From an optimization exercise on the open Yosys and OpenROAD flow, aimed at small area, a short achievable clock period and few clock cycles; shortcuts taken in it are not production practice.
No run shown here included a check of the RTL's function; only the layout flow was run.

### flow/config.mk
export PLATFORM = sky130hd
export DESIGN_NAME = HLSM34
export DESIGN_NICKNAME = HLSM34
export VERILOG_FILES = /design/flow/design.v
export SDC_FILE = /design/flow/constraint.sdc
export NUM_CORES = 8
export LEC_CHECK = 0
export CAP_MARGIN = 10
export CORE_MARGIN = 2
export CORE_UTILIZATION = 60
export CTS_CLUSTER_DIAMETER = 100
export CTS_CLUSTER_SIZE = 24
export PLACE_DENSITY = 0.75
export SETUP_SLACK_MARGIN = 5
export SLEW_MARGIN = 10
export SYNTH_HIERARCHICAL = 1
export SYNTH_MINIMUM_KEEP_SIZE = 0
### flow/constraint.sdc
create_clock -name core_clock -period 300.0 [get_ports {Clk}]
set_input_delay 60.0000 -clock core_clock [delete_from_list [all_inputs] [get_ports {Clk}]]
set_output_delay 60.0000 -clock core_clock [all_outputs]
set_load 0.01 [all_outputs]
### flow/design.v
`timescale 1ns / 1ns
module HLSM34 (Clk, Rst, Start, Done, a, b, c, d, zero, z);
	input Clk, Rst, Start;
	output reg Done;
	input [63:0] a;
	input [63:0] b;
	input [63:0] c;
	input [63:0] d;
	input [63:0] zero;
	output [63:0] z;
	localparam M  = 8;               
	localparam QW = 64 + 2*M;        
	localparam CW = 3;  
	localparam SW = 4;     
	reg          busy;               
	reg          ph;                 
	reg          first;              
	reg          okr;                
	reg [CW-1:0] cnt;                
	reg [SW-1:0] shr;                
	reg [66:0]   ws, wc;             
	reg [63:0]   B;                  
	reg [QW-1:0] Q;                  
	assign z = Q[63:0];
	reg [63:0] Bn;
	reg [5:0]  s;
	integer l;
	always @(*) begin
		Bn = B;
		for (l = 5; l >= 0; l = l - 1) begin
			s[l] = ~|(Bn >> (64 - (1 << l)));
			if (s[l]) Bn = Bn << (1 << l);
		end
	end
	wire [6:0]    nmin = ({1'b0, s} + 7'd3) >> 1;                 
	wire [CW-1:0] cf   = (nmin + M - 1) / M;               
	wire [7:0]    shf  = 2 * M * cf - 2 - s;
	wire [CW-1:0] cur  = first ? cf - 1'b1 : cnt;
	wire [SW-1:0] shc  = first ? shf[SW-1:0] : shr;
	wire          last = (cur == 0);
	reg lt2;
	integer k;
	always @(*) begin
		lt2 = 1'b0;
		for (k = 0; k < 64; k = k + 1)
			lt2 = (B[k] & wc[k]) | (B[k] & lt2) | (wc[k] & lt2);
	end
	wire okc = lt2;
	reg [7:0] tzm;                           
	integer kz;
	always @(*) begin
		tzm[0] = ~B[0];
		for (kz = 1; kz < 8; kz = kz + 1) tzm[kz] = tzm[kz-1] & ~B[kz];
	end
	wire tzok = ~|((ws[7:0] ^ ~wc[7:0]) & tzm);
	wire ok  = first ? okc : okr;
	wire [68:0] D1 = {3'b000, Bn, 2'b00};     
	wire [68:0] D2 = {2'b00, Bn, 3'b000};     
	wire [2:0]  dh = Bn[62:60];
	wire [66:0] rs [0:M];
	wire [66:0] rc [0:M];
	wire [2*M-1:0] P, N;
	assign rs[0] = ws;
	assign rc[0] = wc;
	genvar i;
	generate
		for (i = 0; i < M; i = i + 1) begin : stage
			wire        inj = (i == 0) & first & ~ph;
			wire [68:0] ys = {rs[i], inj, 1'b0};
			wire [68:0] yc = {rc[i], inj, 1'b0};
			wire signed [6:0] est = ys[68:62] + yc[68:62];
			reg signed [6:0] m2, mn1;
			always @(*) begin
				case (dh)
					3'd0: begin m2 = 12; mn1 = -13; end
					3'd1: begin m2 = 14; mn1 = -15; end
					3'd2: begin m2 = 15; mn1 = -16; end
					3'd3: begin m2 = 16; mn1 = -17; end
					3'd4: begin m2 = 18; mn1 = -19; end
					3'd5: begin m2 = 20; mn1 = -20; end
					3'd6: begin m2 = 20; mn1 = -21; end
					default: begin m2 = 22; mn1 = -23; end
				endcase
			end
			wire g2  = est >= m2;
			wire g1  = dh[2] ? (est >= 6) : (est >= 4);
			wire g0  = dh[2] ? (est >= -8) : (est >= -5);
			wire gn1 = est >= mn1;
			wire pos = g1;                   
			wire neg = ~g0;                  
			wire two = g2 | ~gn1;            
			wire one = (g1 & ~g2) | (gn1 & ~g0);
			wire [68:0] mq = ({69{one}} & D1) | ({69{two}} & D2);
			wire [68:0] t  = mq ^ {69{pos}};
			wire [66:2] sm, cr;
			csa65 u_csa (.x(ys[66:2]), .y(yc[66:2]), .t(t[66:2]), .s(sm), .c(cr));
			assign rs[i+1] = {sm, t[1:0]};
			assign rc[i+1] = {cr[65:2], inj, 1'b0, pos};
			assign P[2*(M-1-i) +: 2] = {pos & two, pos & one};
			assign N[2*(M-1-i) +: 2] = {neg & two, neg & one};
		end
	endgenerate
	wire [66:0] fs = rs[M];
	wire [66:0] fc = rc[M];
	wire [66:0] fg = fs & fc;
	wire [66:0] fp = fs | fc;
	wire [66:0] fx = fs ^ fc;
	reg  [65:0] G, Pp, Gn, Pn;
	integer lv, jj;
	always @(*) begin
		G = fg[65:0]; Pp = fp[65:0];
		for (lv = 0; lv < 7; lv = lv + 1) begin
			Gn = G; Pn = Pp;
			for (jj = 0; jj < 66; jj = jj + 1)
				if (jj >= (1 << lv)) begin
					Gn[jj] = G[jj] | (Pp[jj] & G[jj - (1 << lv)]);
					Pn[jj] = Pp[jj] & Pp[jj - (1 << lv)];
				end
			G = Gn; Pp = Pn;
		end
	end
	wire        wneg  = fx[66] ^ G[65];
	wire        wzero = ~|(fx ^ {fp[65:0], 1'b0});
	wire          corr = last & wneg;
	wire [M-1:0] dnz, dng;                   
	genvar di;
	generate
		for (di = 0; di < M; di = di + 1) begin : dig
			assign dnz[di] = |P[2*(M-1-di) +: 2] | |N[2*(M-1-di) +: 2];
			assign dng[di] = |N[2*(M-1-di) +: 2];
		end
	endgenerate
	reg [M:0]     bw;                        
	reg [M-1:0]   hv, hs;                    
	reg [2*M-1:0] V;
	integer kk;
	always @(*) begin
		hv[M-1] = 1'b0; hs[M-1] = 1'b0;
		hv[M-2] = 1'b0; hs[M-2] = 1'b0;
		for (kk = M - 3; kk >= 0; kk = kk - 1) begin
			hv[kk] = hv[kk+1] | dnz[kk+1];
			hs[kk] = dnz[kk+1] ? dng[kk+1] : hs[kk+1];
		end
		bw[M]   = corr;
		bw[M-1] = corr;
		bw[M-2] = dnz[M-1] ? dng[M-1] : corr;
		for (kk = M - 3; kk >= 0; kk = kk - 1)
			bw[kk] = hv[kk] ? hs[kk] : bw[M-2];
		for (kk = 0; kk < M; kk = kk + 1)
			V[2*(M-1-kk) +: 2] = P[2*(M-1-kk) +: 2] - N[2*(M-1-kk) +: 2] - bw[kk];
	end
	wire vneg = dnz[0] ? dng[0] : bw[0];
	localparam HW = QW - 2*M;
	wire [HW-1:0] Qb = Q[HW-1:0] & {HW{~first}};
	reg  [HW:0]   az;                        
	integer jz;
	always @(*) begin
		az[0] = 1'b1;
		for (jz = 0; jz < HW; jz = jz + 1)
			az[jz+1] = az[jz] & ~Qb[jz];
	end
	wire [HW-1:0] Qh = Qb ^ ({HW{vneg}} & az[HW-1:0]);
	wire [QW-1:0] Qn = {Qh, V};
	wire [SW-1:0] sa = last ? shc : {SW{1'b0}};
	wire [QW-1:0] Qr = Qn >> sa;
	wire [QW-1:0] Qs = {Qn[QW-1:64], Qr[63:0]};
	wire [2*M-1:0] lowmask = ~({2*M{1'b1}} << shc);
	wire          lowz = ~|(V & lowmask);
	wire          eq  = wzero & lowz & ok & ~Qh[HW-1];    
	wire skip = first & ~ph & ~(okc & tzok);  
	wire tocd = ~ph & (skip | (last & ~eq));
	wire early = (|zero[63:60]) & ~(|b[63:60]);
	wire [7:0] s_c, s_i, s_r, s_d;
	genvar gi;
	generate
		for (gi = 0; gi < 8; gi = gi + 1) begin : ldsel
			ld_sel u_ld (.zhi(zero[63:60]), .bhi(b[63:60]), .busy(busy), .tocd(tocd),
				.ph(ph), .sc(s_c[gi]), .si(s_i[gi]), .sr(s_r[gi]), .sd(s_d[gi]));
		end
	endgenerate
	wire [66:0] wsc, wsi, wsr;                
	wire [63:0] bsd;                          
	generate
		for (gi = 0; gi < 67; gi = gi + 1) begin : wsel
			assign wsc[gi] = s_c[gi / 17];
			assign wsi[gi] = s_i[gi / 17];
			assign wsr[gi] = s_r[gi / 17];
		end
		for (gi = 0; gi < 64; gi = gi + 1) begin : bsel
			assign bsd[gi] = s_d[4 + gi / 16];
		end
	endgenerate
	always @(posedge Clk) begin
		Q <= Qs;
		ws <= (wsc & {3'b000, c}) | (wsi & {3'b000, a}) | (wsr & rs[M]);
		wc <= (wsi & {3'b111, ~zero}) | (wsr & rc[M]);
		B  <= (bsd & d) | (~bsd & b);
		first <= !busy || tocd;
		cnt   <= cur - 1'b1;
		shr   <= shc;
		okr   <= ok;
	end
	always @(posedge Clk) begin
		if (Rst) begin
			busy <= 0; ph <= 0; Done <= 0;
		end else begin
			Done <= 0;
			if (!busy) begin
				if (Start) begin busy <= 1; ph <= early; end
			end else if (tocd) begin
				ph <= 1;
			end else if (last) begin
				busy <= 0; Done <= 1;
			end
		end
	end
endmodule
module csa65 (x, y, t, s, c);
	input  [64:0] x, y, t;
	output [64:0] s, c;
	assign s = x ^ y ^ t;
	assign c = (x & y) | (x & t) | (y & t);
endmodule
module ld_sel (zhi, bhi, busy, tocd, ph, sc, si, sr, sd);
	input  [3:0] zhi, bhi;
	input        busy, tocd, ph;
	output       sc, si, sr, sd;
	wire early = (|zhi) & ~(|bhi);
	assign sc = busy ? tocd : early;
	assign si = ~busy & ~early;
	assign sr = busy & ~tocd;
	assign sd = busy ? (ph | tocd) : early;
endmodule
### flow/flow/run.sh
#!/bin/bash
# Layout flow: the standard flow, except that synthesis
#  - maps the logic with an area-oriented ABC script (flow/abc_area.script)
#    instead of ORFS's delay-oriented one, and
#  - extracts only full adders (extract_fa -fa); half adders are left to ABC;
# everything else in synthesis (registers included) is unchanged.  In the
# layout the port buffers are buf_1 cells, and repair_timing works on every
# path with less than 238.7 ns of setup slack at the design's 300 ns clock
# (the paths from the inputs and to the outputs, which set the achieved
# period), not only on failing ones.  Each step's full output goes to its own
# log file in this folder.
set -euo pipefail
rm -rf scripts
mkdir scripts
cp -r "$FLOW_HOME/scripts/." scripts/
cp flow/abc_area.script scripts/abc_speed.script
sed -i 's/extract_fa {\*}\[dont_use_extract_fa_args\]/extract_fa -fa/' scripts/synth.tcl
grep -q '^ *extract_fa -fa$' scripts/synth.tcl
bash standard.sh SCRIPTS_DIR="$PWD/scripts" synth > synth.log 2>&1
bash standard.sh "BUFFER_PORTS_ARGS=-buffer_cell sky130_fd_sc_hd__buf_1" SETUP_SLACK_MARGIN=238.7 finish > layout.log 2>&1
### flow/flow/abc_area.script
&get -n
&st
&dch
&nf -a
&put
topo
dnsize -c
&get -n
&st
&dch
&nf -a
&put
topo
dnsize -c
### flow/standard.sh
#!/bin/bash
# synth_recipe.tcl (not shown) runs the flow's synth.tcl, then flattens the netlist and writes it again
# the make line also repeats each setting of config.mk as NAME=value (left out here)
make -C /OpenROAD-flow-scripts/flow DESIGN_CONFIG=/design/flow/config.mk WORK_HOME=/design/flow/orfs CLKGATE_MAP_FILE= SYNTH_SCRIPT=/design/flow/synth_recipe.tcl "${@:-finish}"
==> results.toml, run 1 <==
[final_layout]
fin_nets = 6050
area.growth.synth_to_final_pct = 11.6
register_area_mm2 = 0.00549
nFillCells = 5704
fin_cells = 6079
multi_input_area_mm2 = 0.0354
final_cell_mix = "xnor2_1 (640), fa_1 (536), nand2_1 (503), o21ai_0 (401), buf_1 (382)"
final_common_cell = "xnor2_1"
drive_gt1_frac = 0.0429

[synthesis]
synth_cells = 4655
yosys_warnings = 7
synth.avg_cell_area_um2 = 8.75
netlist_area_mm2 = 0.0407

[timing]
rsz0062_at_grt = "yes"
hold_violations = 0
relSlewSlack = 0.0919
drv_slew = 0
finalSetupViolations = 0
max_freq_ghz = 0.0163
setup_ws_ps = 238730
finalSetupTns_ps = 0
period_needed_ps = 61270
fin_crit_sh = 0.204
fin_skew_ps = 22.7
worst_pin_slew_ps = 1360

[floorplanning]
rows = 95
core_mm2 = 0.0672
die_w_um = 265
dieArea_mm2 = 0.0700
ios = 388
initial_utilization = 0.606
die_y_um = 265

[critical_path]
reg2regPathDepth = 179
reg2reg_to = "B[44]$_DFF_P_"
cp.depth = 5
start_kind = "primary input"
critPathRequiredTime_ps = 300460
cp_max_fo = 16
cp_top_family = "simple AND/OR/NAND/NOR gates"
cp_slowest_cell = "or4_4"
end_kind = "flop"
worst_r2r_startpoint = "B[49]$_DFF_P_"
path_cells = "buf_1 -> or4_4 -> o31ai_4 -> buf_6 -> mux2_1"
reg2reg_setup_slack_ps = 243760
critical_path_arrival_ps = 61730
crit_type = "in2reg"
critical-path-max-stage-delay_ps = 600
worst-path-buf-inv = 2

[clock_tree]
cts_made_buffers = 19
cts_hold_buffers = 0
cts_tree = "done"
clk_latency_ps = 590
ctsLongestPathBuffers = 3
cts_num_sinks = 274
h-tree-depth = 1
clockRootBuffer = "clkbuf_16"
clk_pin_slew_ps = 80

[placed_design]
dpl.hpwl_um = 136000
io_buffers = 387
dp.cells = 6033
gp_congestion = 1.06
dp_slack_ps = 237670

[grt]
grt_overflow_total = 0
track_usage = 0.490
antenna_found_initial = 8
grt_max_degree = 113
grt_pass1_wl_um = 259000
first_global_vias = 41015

[min_path]
hold_start = "okr$_DFF_P_"
holdPathEnd = "okr$_DFF_P_"
hp-class = "reg2reg"
worstHoldPathCells = 2

[detailed_routing]
wirelength_um = 174000
firstDrtPassIters = 13
wire_per_inst_um = 28.7
ant_nets = 0
dr_total_vias = 43253
drc = 0
via_per_inst = 7.12
drt-initial-drc-count = 7081

[run]
maxCapViolCount = 0

[status]
status = "no timing/DRC/antenna violations"
## worst min-delay path, delay by kind of cell, from the launching register on
family	cells	cell delay [ps]
flip-flops	1	310
AO/OA/AOI/OAI	1	80
AND/OR/NAND/NOR	1	50
## worst max-delay path by stage
stage | start | end | slack, ps
after floorplan | b[61] | B[0]$_DFF_P_ | 238440
after global placement | zero[63] | wc[19]$_DFF_P_ | 237770
after detailed placement | zero[63] | wc[25]$_DFF_P_ | 237670
after CTS | zero[63] | wc[38]$_DFF_P_ | 238700
after global routing | zero[63] | wc[14]$_DFF_P_ | 238670
final | b[60] | B[44]$_DFF_P_ | 238730
## flip-flops by register name, indices dropped and copies added, names as in the netlist
signal	flops
ph	1
cnt	3
ws	67
first	1
okr	1
wc	67
shr	4
Q	64
Done	1
B	64
busy	1
## stage by stage
step	instance area (µm²)	hold slack, ps	util
final	45500	471	0.677
after global routing	45500	492	0.677
after CTS	45400	466	0.676
after detailed placement	44600	447	0.664
after global placement	44600	441	0.664
after floorplan	41100	427	-
## layout make-up
cell class | count | area share
timing repair buffer | 503 | 0.0528
sequential | 274 | 0.121
clock buffer | 20 | 0.0108
clock inverter | 12 | 0.00377
inverter | 114 | 0.00963
multi-input combinational | 4279 | 0.778
tap | 873 | 0.0240
antenna | 4 | 0.000220
## timing repair
| item | in CTS | in global routing |
|---|---|---|
| resized for setup | 12 | 4 |
| endpoints found under the setup margin | 166 | 101 |
| pin swaps | 6 | 4 |
| setup buffers | 9 | 1 |
## per-layer routing
metal  up-vias  routed length (µm)  part of all wire  global-route usage
li1      18276                   -                 -                   -
met3       648               26700              0.15               0.164
met4         4               10700             0.061               0.243
met5         -                  20           0.00011                   0
met1     20718               64700              0.37               0.656
met2      3607               72200              0.41               0.711
==> run 2, diff against run 1 <==
--- a/flow/design.v
+++ b/flow/design.v
@@ -91,6 +91,6 @@
 			wire two = g2 | ~gn1;            
 			wire one = (g1 & ~g2) | (gn1 & ~g0);
-			wire [68:0] mq = ({69{one}} & D1) | ({69{two}} & D2);
-			wire [68:0] t  = mq ^ {69{pos}};
+			wire [66:0] t;
+			sel_row u_sel (.n1(~one), .n2(~two), .ps(pos), .nd(~D1[66:0]), .t(t));
 			wire [66:2] sm, cr;
 			csa65 u_csa (.x(ys[66:2]), .y(yc[66:2]), .t(t[66:2]), .s(sm), .c(cr));
@@ -232,2 +232,9 @@
 	assign sd = busy ? (ph | tocd) : early;
 endmodule
+module sel_row (n1, n2, ps, nd, t);
+	input         n1, n2, ps;
+	input  [66:0] nd;
+	output [66:0] t;
+	wire   [66:0] nd2 = {nd[65:0], 1'b1};
+	assign t = ~(({67{n1}} | nd) & ({67{n2}} | nd2)) ^ {67{ps}};
+endmodule
==> run 2 against run 1 <==
  * Die area fell by 1.7%
  * Synthesized area fell by 1.7%
  * Cell count fell by 1.2%
  * Critical endpoint is now wc[60]$_DFF_P_
  * Still clean
  * Clock-buffer cell count did not move
  * Sequential share of layout area rose by 0.069 points
  * Setup slack improved by 6.0 ps
  * Flip-flop and latch count did not move
==> results.toml, run 2 <==
[timing]
period_needed_ps = 61260
hold_violations = 0
drv_slew = 0
relSlewSlack = 0.143
fin_skew_ps = 31.8
fin_crit_sh = 0.204
worst_pin_slew_ps = 1270
finalSetupTns_ps = 0
finalSetupViolations = 0
setup_ws_ps = 238740
rsz0062_at_grt = "yes"
max_freq_ghz = 0.0163

[critical_path]
cp_top_family = "buffers and inverters"
critPathRequiredTime_ps = 300500
critical_path_arrival_ps = 61760
end_kind = "flop"
crit_type = "in2reg"
critical-path-max-stage-delay_ps = 510
cp_slowest_cell = "buf_1"
start_kind = "primary input"
worst-path-buf-inv = 2
path_cells = "buf_1 -> or4_4 -> o21ba_4 -> clkinv_2 -> o21ai_0"
cp_max_fo = 16

[detailed_routing]
drc = 0
via_per_inst = 7.03
wirelength_um = 162000
firstDrtPassIters = 10
wire_per_inst_um = 26.9
ant_nets = 0
dr_total_vias = 42190
drt-initial-drc-count = 6448

[clock_tree]
cts_tree = "done"
clockRootBuffer = "clkbuf_16"
ctsLongestPathBuffers = 3
cts_num_sinks = 274
clk_pin_slew_ps = 100
cts_made_buffers = 20
cts_hold_buffers = 0
clk_latency_ps = 600
h-tree-depth = 1

[placed_design]
dpl.hpwl_um = 123000
io_buffers = 387
gp_congestion = 1.03
dp_slack_ps = 237590
dp.cells = 5953

[final_layout]
register_area_mm2 = 0.00549
final_cell_mix = "xor2_1 (597), o22ai_1 (581), fa_1 (536), nand2_1 (451), buf_1 (380)"
final_util = 0.686
drive_gt1_frac = 0.0520
multi_input_area_mm2 = 0.0349
final_common_cell = "xor2_1"
nFillCells = 5575
fin_nets = 5982
reg_top3 = "wc: 67 flops, ws: 67 flops"
area.growth.synth_to_final_pct = 12.9
fin_cells = 6004

[synthesis]
yosys_warnings = 7
netlist_area_mm2 = 0.0400
synth.avg_cell_area_um2 = 8.87
synth_cells = 4512

[floorplanning]
initial_utilization = 0.608
ios = 388
die_y_um = 262
core_mm2 = 0.0659
die_w_um = 262
dieArea_mm2 = 0.0688
rows = 94

[min_path]
hp-class = "reg2reg"

[grt]
track_usage = 0.456
grt_max_degree = 109
first_global_vias = 39970
antenna_found_initial = 8
grt_pass1_wl_um = 244000
grt_overflow_total = 0

[run]
maxCapViolCount = 0

[status]
status = "no timing/DRC/antenna violations"
run 2: cell types whose count changed in the layout (fill, tap and decap cells not counted), sizes merged, moves of 112 or more:
cell / change
mux2i: +112
a22oi: -289
o22ai: +330
xnor2: -550
xor2: +540
run 2: area by class of cell:
class                   instances  area share
repair buffers                538      0.0596
multi-input cells            4188       0.771
flip-flops and latches        274       0.121
clock buffers                  20      0.0111
well taps                     864      0.0239
inverters                     101     0.00864
diodes                          4    0.000221
clock inverters                15     0.00390
run 2: tightest hold or removal path: stages (launching register included):
cell and delay (ps):
dfxtp_1 330, nand2_1 50, o31ai_1 90
run 2: what timing repair did:
action                                  in CTS  in global routing
buffers inserted                            11                  0
resized for setup                           10                  5
endpoints found under the setup margin     195                 32
pin swaps                                    9                  4
run 2: worst paths after layout:
check           startpoint              to  slack, ps  depth (start not counted)
max reg2reg  B[51]$_DFF_P_    B[9]$_DFF_P_     245040                        177
max                  b[62]  wc[60]$_DFF_P_     238740                          5
min            okr$_DFF_P_     okr$_DFF_P_        500                          2
min reg2reg    okr$_DFF_P_     okr$_DFF_P_        500                          2
run 2: per-stage QoR:
stage / cell area (µm²) / hold WS, ps
after floorplan: 40500 / 428
after global placement: 44300 / 439
after detailed placement: 44300 / 449
after CTS: 45200 / 471
after global routing: 45200 / 535
final: 45200 / 503
run 2: metal layers:
metal | vias to the layer above | wire length, µm | global-route usage
met2 | 3367 | 68800 | 0.683
met1 | 20265 | 60200 | 0.611
met3 | 606 | 22800 | 0.126
li1 | 17942 | - | -
met4 | 10 | 9800 | 0.217
met5 | - | 68 | 0
==> run 3, diff against run 2 <==
--- a/flow/design.v
+++ b/flow/design.v
@@ -91,6 +91,6 @@
 			wire two = g2 | ~gn1;            
 			wire one = (g1 & ~g2) | (gn1 & ~g0);
-			wire [66:0] t;
-			sel_row u_sel (.n1(~one), .n2(~two), .ps(pos), .nd(~D1[66:0]), .t(t));
+			wire [68:0] mq = ({69{one}} & D1) | ({69{two}} & D2);
+			wire [68:0] t  = mq ^ {69{pos}};
 			wire [66:2] sm, cr;
 			csa65 u_csa (.x(ys[66:2]), .y(yc[66:2]), .t(t[66:2]), .s(sm), .c(cr));
@@ -171,29 +171,14 @@
 	wire tocd = ~ph & (skip | (last & ~eq));
 	wire early = (|zero[63:60]) & ~(|b[63:60]);
-	wire [7:0] s_c, s_i, s_r, s_d;
-	genvar gi;
-	generate
-		for (gi = 0; gi < 8; gi = gi + 1) begin : ldsel
-			ld_sel u_ld (.zhi(zero[63:60]), .bhi(b[63:60]), .busy(busy), .tocd(tocd),
-				.ph(ph), .sc(s_c[gi]), .si(s_i[gi]), .sr(s_r[gi]), .sd(s_d[gi]));
-		end
-	endgenerate
-	wire [66:0] wsc, wsi, wsr;                
-	wire [63:0] bsd;                          
-	generate
-		for (gi = 0; gi < 67; gi = gi + 1) begin : wsel
-			assign wsc[gi] = s_c[gi / 17];
-			assign wsi[gi] = s_i[gi / 17];
-			assign wsr[gi] = s_r[gi / 17];
-		end
-		for (gi = 0; gi < 64; gi = gi + 1) begin : bsel
-			assign bsd[gi] = s_d[4 + gi / 16];
-		end
-	endgenerate
+	wire s_c = busy ? tocd : early;
+	wire s_i = ~busy & ~early;
+	wire s_r = busy & ~tocd;
+	wire [66:0] wsc = {67{s_c}}, wsi = {67{s_i}}, wsr = {67{s_r}};
+	wire [63:0] bsc = {64{s_c}}, bsi = {64{s_i}}, bsr = {64{s_r}};
 	always @(posedge Clk) begin
 		Q <= Qs;
 		ws <= (wsc & {3'b000, c}) | (wsi & {3'b000, a}) | (wsr & rs[M]);
 		wc <= (wsi & {3'b111, ~zero}) | (wsr & rc[M]);
-		B  <= (bsd & d) | (~bsd & b);
+		B  <= (bsc & d) | (bsi & b) | (bsr & Bn);
 		first <= !busy || tocd;
 		cnt   <= cur - 1'b1;
@@ -222,19 +207,2 @@
 	assign c = (x & y) | (x & t) | (y & t);
 endmodule
-module ld_sel (zhi, bhi, busy, tocd, ph, sc, si, sr, sd);
-	input  [3:0] zhi, bhi;
-	input        busy, tocd, ph;
-	output       sc, si, sr, sd;
-	wire early = (|zhi) & ~(|bhi);
-	assign sc = busy ? tocd : early;
-	assign si = ~busy & ~early;
-	assign sr = busy & ~tocd;
-	assign sd = busy ? (ph | tocd) : early;
-endmodule
-module sel_row (n1, n2, ps, nd, t);
-	input         n1, n2, ps;
-	input  [66:0] nd;
-	output [66:0] t;
-	wire   [66:0] nd2 = {nd[65:0], 1'b1};
-	assign t = ~(({67{n1}} | nd) & ({67{n2}} | nd2)) ^ {67{ps}};
-endmodule
==> run 3 against run 2 <==
  * Still clean on timing, DRC and antenna
  * Synthesized area grew 1.1%
  * Global-route usage grew 1.1 points
  * Critical path depth grew 3
  * Core utilization down 1.3 points
  * Via count fell by 1.3%
  * Synthesized cell count is 2.4% lower
  * Clock-buffer cell count is 1 lower
  * Register-to-register slack improved by 250 ps
  * Sequential share of layout area about the same
==> results.toml, run 3 <==
[synthesis]
synth_enable_flop_cells = 0
synthTopCellsByArea = "fa_1 (27%), dfxtp_1 (14%), xor2_1 (8.5%)"
synth_ff_type = "dfxtp_1"
synth_seq_cells = 274
yosys.area.top_type = "fa_1"
synth_top_area_frac = 0.265
netlist_area_mm2 = 0.0405
ys_seq_area_frac = 0.135
synth_cells = 4404
synth.avg_cell_area_um2 = 9.19
synthTopCellsByCount = "o22ai_1 (547), fa_1 (536), xor2_1 (391)"
yosysMostFrequentCell = "o22ai_1"
ys_async_sr_fraction = 0
synth_cell_type_count = 66
yosys_warnings = 7

[critical_path]
critical-path-max-stage-delay_ps = 560
reg2regPathDepth = 180
critPathRequiredTime_ps = 300470
worst_r2r_startpoint = "B[51]$_DFF_P_"
cp_max_fo = 17
start_kind = "primary input"
path_cells = "buf_1 -> or4_4 -> a21oi_4 -> buf_12 -> a21oi_4 -> buf_12 -> clkbuf_16 -> a221o_1"
worst-path-buf-inv = 4
cp_slowest_cell = "or4_4"
reg2reg_setup_slack_ps = 245290
critical_path_arrival_ps = 61760
reg2reg_to = "B[31]$_DFF_P_"
cp_top_family = "buffers and inverters"
end_kind = "flop"
crit_type = "in2reg"

[detailed_routing]
drt-initial-drc-count = 5809
wl_met3_um = 22200
ant_nets = 0
firstDrtPassIters = 8
routed-wl-met2_um = 70700
routed.top_layer = "met5"
wire_per_inst_um = 28.7
drc = 0
via_per_inst = 7.14
wirelength_um = 168000
wl_met1_um = 62900
dr_total_vias = 41624

[floorplanning]
initial_utilization = 0.604
rows = 95
die_w_um = 264
die_y_um = 264
core_mm2 = 0.0670
dieArea_mm2 = 0.0696
ios = 388

[timing]
period_needed_ps = 61300
rsz0062_at_grt = "no"
relSlewSlack = 0.104
drv_slew = 0
hold_violations = 0
fin_skew_ps = 42.3
max_freq_ghz = 0.0163
fin_crit_sh = 0.204
worst_pin_slew_ps = 1330
finalSetupTns_ps = 0
setup_ws_ps = 238700
finalSetupViolations = 0

[final_layout]
register_area_mm2 = 0.00549
reg_top3 = "wc: 67 flops, ws: 67 flops"
fin_nets = 5806
multi_input_area_mm2 = 0.0353
drive_gt1_frac = 0.0398
area.growth.synth_to_final_pct = 11.4
nFillCells = 5662
final_common_cell = "o22ai_1"
final_cell_mix = "o22ai_1 (547), fa_1 (536), xor2_1 (391), buf_1 (387), nand2_1 (337)"

[placed_design]
gp_congestion = 1.04
io_buffers = 387
dpl.hpwl_um = 125000
dp_slack_ps = 237430

[grt]
grt_max_degree = 112
track_usage = 0.467
first_global_vias = 39551
grt_pass1_wl_um = 249000
grt_overflow_total = 0
antenna_found_initial = 3

[clock_tree]
cts_hold_buffers = 0
ctsLongestPathBuffers = 3
clk_latency_ps = 610
cts_num_sinks = 274
clk_pin_slew_ps = 100
cts_made_buffers = 17
clockRootBuffer = "clkbuf_16"
cts_tree = "done"
h-tree-depth = 1

[min_path]
hold_start = "okr$_DFF_P_"
worstHoldPathCells = 2
hp-class = "reg2reg"
holdPathEnd = "okr$_DFF_P_"

[status]
status = "no timing/DRC/antenna violations"

[run]
maxCapViolCount = 0
==> run 3: kinds of logic after synthesis <==
logic type | share of synthesized area
AOI/OAI and AO/OA | 0.239
and+or+nand+nor | 0.129
xor gates and xnor gates | 0.154
adders and majority gates | 0.266
muxes | 0.0728
DFF | 0.135
buffers and inverters | 0.00315
other | 0.0000926
==> run 3: timing repair <==
action / in CTS / in global routing
resized for setup: 9 / 4
pin swaps: 1 / 0
gates cloned: 2 / 6
setup endpoints to repair: 132 / 113
buffers inserted: 2 / 6
==> run 3: worst reg2reg max path, delay by kind of cell (launching register included) <==
family,cells,cell delay [ps]
compound gates,56,13560
xor+xnor,16,4930
fa+ha+maj,18,8350
buf+inv,21,9430
flops,1,490
mux,1,420
simple gates,68,17440
==> run 3: layout make-up <==
class / instances / share of cell area
Timing Repair Buffer: 512 / 0.0573
Clock inverter: 8 / 0.00178
Tap cell: 873 / 0.0242
Inverter: 34 / 0.00289
Clock buffer: 19 / 0.00982
Antenna cell: 1 / 0.0000555
Multi-Input combinational cell: 4108 / 0.782
Sequential cell: 274 / 0.122
==> run 3: worst max-delay path by stage <==
stage	from	endpoint	slack, ps	cells past startpoint
final	zero[60]	B[31]$_DFF_P_	238700	8
after global routing	zero[60]	ws[26]$_DFF_P_	238680	8
after CTS	zero[60]	ws[1]$_DFF_P_	238690	7
after detailed placement	zero[60]	ws[5]$_DFF_P_	237430	7
after global placement	zero[60]	ws[2]$_DFF_P_	237500	7
after floorplan	b[60]	B[63]$_DFF_P_	233640	4
==> run 3: metrics by stage <==
step | hold slack, ps | instance area (µm²) | instances | util
after floorplan | 427 | 40700 | 4416 | -
after global placement | 448 | 44300 | 5785 | 0.660
after detailed placement | 453 | 44300 | 5785 | 0.660
after CTS | 489 | 44900 | 5816 | 0.670
after global routing | 506 | 45100 | 5828 | 0.673
final | 499 | 45100 | 5829 | 0.673
==> run 3: metal layers <==
| layer | global-route usage | up-vias |
|---|---|---|
| li1 | - | 17697 |
| met1 | 0.620 | 20108 |
| met2 | 0.691 | 3196 |
| met3 | 0.121 | 617 |
| met4 | 0.268 | 6 |
| met5 | 0 | - |
==> run 3: per-module statistics from Yosys, one instance, submodules excluded <==
module	cells	copies in the design	flops+latches	area, µm²
csa65	65	8	0	1300
HLSM34	3884	1	274	30100
==> run 4, diff against run 3 <==
--- a/flow/design.v
+++ b/flow/design.v
@@ -17,4 +17,5 @@
 	reg          first;              
 	reg          okr;                
+	reg          prer;               
 	reg [CW-1:0] cnt;                
 	reg [SW-1:0] shr;                
@@ -36,5 +37,5 @@
 	wire [CW-1:0] cf   = (nmin + M - 1) / M;               
 	wire [7:0]    shf  = 2 * M * cf - 2 - s;
-	wire [CW-1:0] cur  = first ? cf - 1'b1 : cnt;
+	wire [CW-1:0] cur  = first ? cf - 1'b1 - (ph & prer) : cnt;
 	wire [SW-1:0] shc  = first ? shf[SW-1:0] : shr;
 	wire          last = (cur == 0);
@@ -171,12 +172,33 @@
 	wire tocd = ~ph & (skip | (last & ~eq));
 	wire early = (|zero[63:60]) & ~(|b[63:60]);
-	wire s_c = busy ? tocd : early;
-	wire s_i = ~busy & ~early;
-	wire s_r = busy & ~tocd;
-	wire [66:0] wsc = {67{s_c}}, wsi = {67{s_i}}, wsr = {67{s_r}};
-	wire [63:0] bsc = {64{s_c}}, bsi = {64{s_i}}, bsr = {64{s_r}};
+	wire cpre = ~(|c[63:48]) & ~(|d[63:49]);
+	wire [7:0] s_c, s_i, s_r, s_p;
+	genvar gi;
+	generate
+		for (gi = 0; gi < 8; gi = gi + 1) begin : ldsel
+			ld_sel u_ld (.zhi(zero[63:60]), .bhi(b[63:60]), .busy(busy), .tocd(tocd),
+				.cpre(cpre), .sc(s_c[gi]), .sp(s_p[gi]), .si(s_i[gi]), .sr(s_r[gi]));
+		end
+	endgenerate
+	wire [66:0] wsc, wsp, wsi, wsr;           
+	wire [63:0] bsc, bsi, bsr;                
+	generate
+		for (gi = 0; gi < 67; gi = gi + 1) begin : wsel
+			assign wsc[gi] = s_c[gi / 17];
+			assign wsp[gi] = s_p[gi / 17];
+			assign wsi[gi] = s_i[gi / 17];
+			assign wsr[gi] = s_r[gi / 17];
+		end
+		for (gi = 0; gi < 64; gi = gi + 1) begin : bsel
+			assign bsc[gi] = s_c[4 + gi / 16] | s_p[4 + gi / 16];
+			assign bsi[gi] = s_i[4 + gi / 16];
+			assign bsr[gi] = s_r[4 + gi / 16];
+		end
+	endgenerate
 	always @(posedge Clk) begin
 		Q <= Qs;
-		ws <= (wsc & {3'b000, c}) | (wsi & {3'b000, a}) | (wsr & rs[M]);
+		ws <= (wsc & {3'b000, c}) | (wsp & {3'b000, c[47:0], 16'd0}) |
+		      (wsi & {3'b000, a}) | (wsr & rs[M]);
+		if (s_c[0] | s_p[0]) prer <= s_p[0];
 		wc <= (wsi & {3'b111, ~zero}) | (wsr & rc[M]);
 		B  <= (bsc & d) | (bsi & b) | (bsr & Bn);
@@ -207,2 +229,13 @@
 	assign c = (x & y) | (x & t) | (y & t);
 endmodule
+module ld_sel (zhi, bhi, busy, tocd, cpre, sc, sp, si, sr);
+	input  [3:0] zhi, bhi;
+	input        busy, tocd, cpre;
+	output       sc, sp, si, sr;
+	wire early = (|zhi) & ~(|bhi);
+	wire ld    = busy ? tocd : early;
+	assign sc = ld & ~cpre;
+	assign sp = ld & cpre;
+	assign si = ~busy & ~early;
+	assign sr = busy & ~tocd;
+endmodule
==> run 4 against run 3 <==
  * Still clean on timing, DRC and antenna
  * Routed wire length is 9.4% higher
  * Clock-buffer cell count stayed put
  * Hold slack worse by 27 ps
  * Critical path type unchanged
  * Critical endpoint is now B[27]$_DFF_P_
  * Highest routed layer unchanged
==> results.toml, run 4 <==
[status]
status = "no timing/DRC/antenna violations"

[timing]
finalSetupViolations = 0
period_needed_ps = 61690
fin_crit_sh = 0.206
drv_slew = 0
max_freq_ghz = 0.0162
hold_violations = 0
rsz0062_at_grt = "yes"
setup_ws_ps = 238310
relSlewSlack = 0.0909
finalSetupTns_ps = 0
fin_skew_ps = 27.8
worst_pin_slew_ps = 1360

[critical_path]
reg2regPathDepth = 177
end_kind = "flop"
worst_r2r_startpoint = "B[33]$_DFF_P_"
start_kind = "primary input"
crit_start = "d[62]"
critPathRequiredTime_ps = 300460
critical_path_arrival_ps = 62150
cp-endpoint = "B[27]$_DFF_P_"
cp_max_fo = 8
crit_type = "in2reg"
reg2reg_setup_slack_ps = 243470
reg2reg_to = "ws[44]$_DFF_P_"

[grt]
busiest_layer = "met2"
track_usage = 0.515
grt_use_met1 = 0.653
first_global_vias = 42508
grt_max_degree = 108
grt.met2_usage = 0.733
grt_overflow_total = 0
grt_pass1_wl_um = 271000
met3_usage = 0.191
antenna_found_initial = 9

[floorplanning]
core_mm2 = 0.0670
rows = 95
die_y_um = 264
initial_utilization = 0.606
die_w_um = 264
dieArea_mm2 = 0.0698
ios = 388

[placed_design]
io_buffers = 387
dpl.hpwl_um = 137000
dp_slack_ps = 237060
gp_congestion = 1.06

[detailed_routing]
drt-initial-drc-count = 7208
wire_per_inst_um = 29.4
ant_nets = 0
wirelength_um = 183000
drc = 0
dr_total_vias = 45004
firstDrtPassIters = 14
via_per_inst = 7.21

[final_layout]
area.growth.synth_to_final_pct = 14.1
fin_nets = 6209
reg_top3 = "wc: 67 flops, ws: 67 flops"
final_common_cell = "nand2_1"
nFillCells = 5632
drive_gt1_frac = 0.0672
final_util = 0.691
final_cell_mix = "nand2_1 (548), o22ai_1 (537), fa_1 (536), xnor2_1 (526), nor2_1 (502)"

[synthesis]
synth_cell_type_count = 62
ys_async_sr_fraction = 0
synth.avg_cell_area_um2 = 8.56
synthTopCellsByCount = "nand2_1 (548), o22ai_1 (537), fa_1 (536)"
synth_cells = 4746
synthTopCellsByArea = "fa_1 (26%), dfxtp_1 (14%), xnor2_1 (11%)"
yosys.area.top_type = "fa_1"
ys_seq_area_frac = 0.136
synth_enable_flop_cells = 1
netlist_area_mm2 = 0.0406
synth_top_area_frac = 0.264
synth_ff_type = "dfxtp_1"
synth_seq_cells = 275
yosys_warnings = 7
yosysMostFrequentCell = "nand2_1"

[clock_tree]
cts_num_sinks = 275
cts_made_buffers = 18
clockRootBuffer = "clkbuf_16"
clk_pin_slew_ps = 100
clk_latency_ps = 580
h-tree-depth = 1
ctsLongestPathBuffers = 3
cts_tree = "done"

[run]
maxCapViolCount = 0

[min_path]
hp-class = "reg2reg"
run 4: through the flow:
step | cell area [µm²] | std cells | hold WS, ps
finish | 46400 | 6242 | 472
global route | 46300 | 6238 | 520
CTS | 45900 | 6217 | 471
detailed placement | 44600 | 6152 | 449
global placement | 44600 | 6152 | 451
floorplan | 40900 | 4758 | 428
run 4: per-module statistics from Yosys, one instance, submodules excluded:
module	times used	area, µm²	cells inside	flops+latches
ld_sel	8	37.5	6	0
HLSM34	1	29900	4178	275
csa65	8	1300	65	0
run 4: how the worst min path moves through the flow:
stage | cells past startpoint | startpoint | slack, ps | endpoint
final | 2 | okr$_DFF_P_ | 470 | okr$_DFF_P_
after global routing | 2 | okr$_DFF_P_ | 520 | okr$_DFF_P_
after CTS | 2 | okr$_DFF_P_ | 470 | okr$_DFF_P_
after detailed placement | 2 | okr$_DFF_P_ | 450 | okr$_DFF_P_
after global placement | 2 | okr$_DFF_P_ | 450 | okr$_DFF_P_
after floorplan | 2 | okr$_DFF_P_ | 430 | okr$_DFF_P_
run 4: what timing repair did:
action,CTS,global route
hold buffers,0,0
resized for setup,63,62
buffers inserted,26,12
pin swaps,22,62
cloned,9,4
setup endpoints to repair,181,152
run 4: area by class of cell:
cell class	count	area (µm²)	share of cell area
Multi-Input combinational cell	4435	35900	0.774
Inverter	59	250	0.00540
Tap cell	873	1090	0.0236
Sequential cell	275	5520	0.119
Antenna cell	9	22.5	0.000486
Timing Repair Buffer	561	2940	0.0635
Clock buffer	19	475	0.0103
Clock inverter	11	156	0.00337
run 4: cell families after synthesis:
logic type	Yosys count	share of synthesized area
mux	185	0.0465
other cells	1	0.0000923
simple gates	1411	0.150
xor+xnor	712	0.154
buf+inv	59	0.00545
flops	275	0.136
fa+ha+maj	543	0.266
compound gates	1560	0.242
run 4: metal layers:
metal	wire length [µm]	vias to the layer above
li1	-	18797
met1	64200	21421
met2	74100	3980
met3	29300	798
met4	15600	8
met5	52	-
run 4: critical path: stages:
cell and delay, ps:
buf_1 120, or4_1 700, nor3_4 270, buf_12 150
buf_12 150, buf_4 130, nor3_2 40, or2_4 340
a22oi_2 140, o21ai_1 100

-- separate check: timing with driven ports --
In the flow no input, the clock included, has a driving cell. The finished layouts below were timed again as built, in two steps. Step 1 (the two cells are an assumption about what drives the block):
set clk [get_ports {Clk}]
set_driving_cell -lib_cell sky130_fd_sc_hd__clkbuf_16 $clk
set_driving_cell -lib_cell sky130_fd_sc_hd__buf_2 [delete_from_list [all_inputs] $clk]
Step 2 also shifts input and output timing later by t, the mid clock arrival at the registers, as if the neighbouring blocks saw the same clock. a / b / c = no drivers / after step 1 / after step 2; a / b = the first two.
run	t, ns	setup WS [ns]	worst data-port slew with drivers (ns)
run 1	0.652	238.733 / 238.701 / 238.087	0.10
run 2	0.651	238.739 / 238.709 / 238.126	0.13
run 3	0.656	238.702 / 238.725 / 238.084	0.09
run 4	0.632	238.313 / 238.326 / 237.694	0.14
After both steps every run listed still meets setup and hold. The setup slack of run 1, which loses most, moves by -0.032 ns with the drivers and by -0.646 ns with both steps.
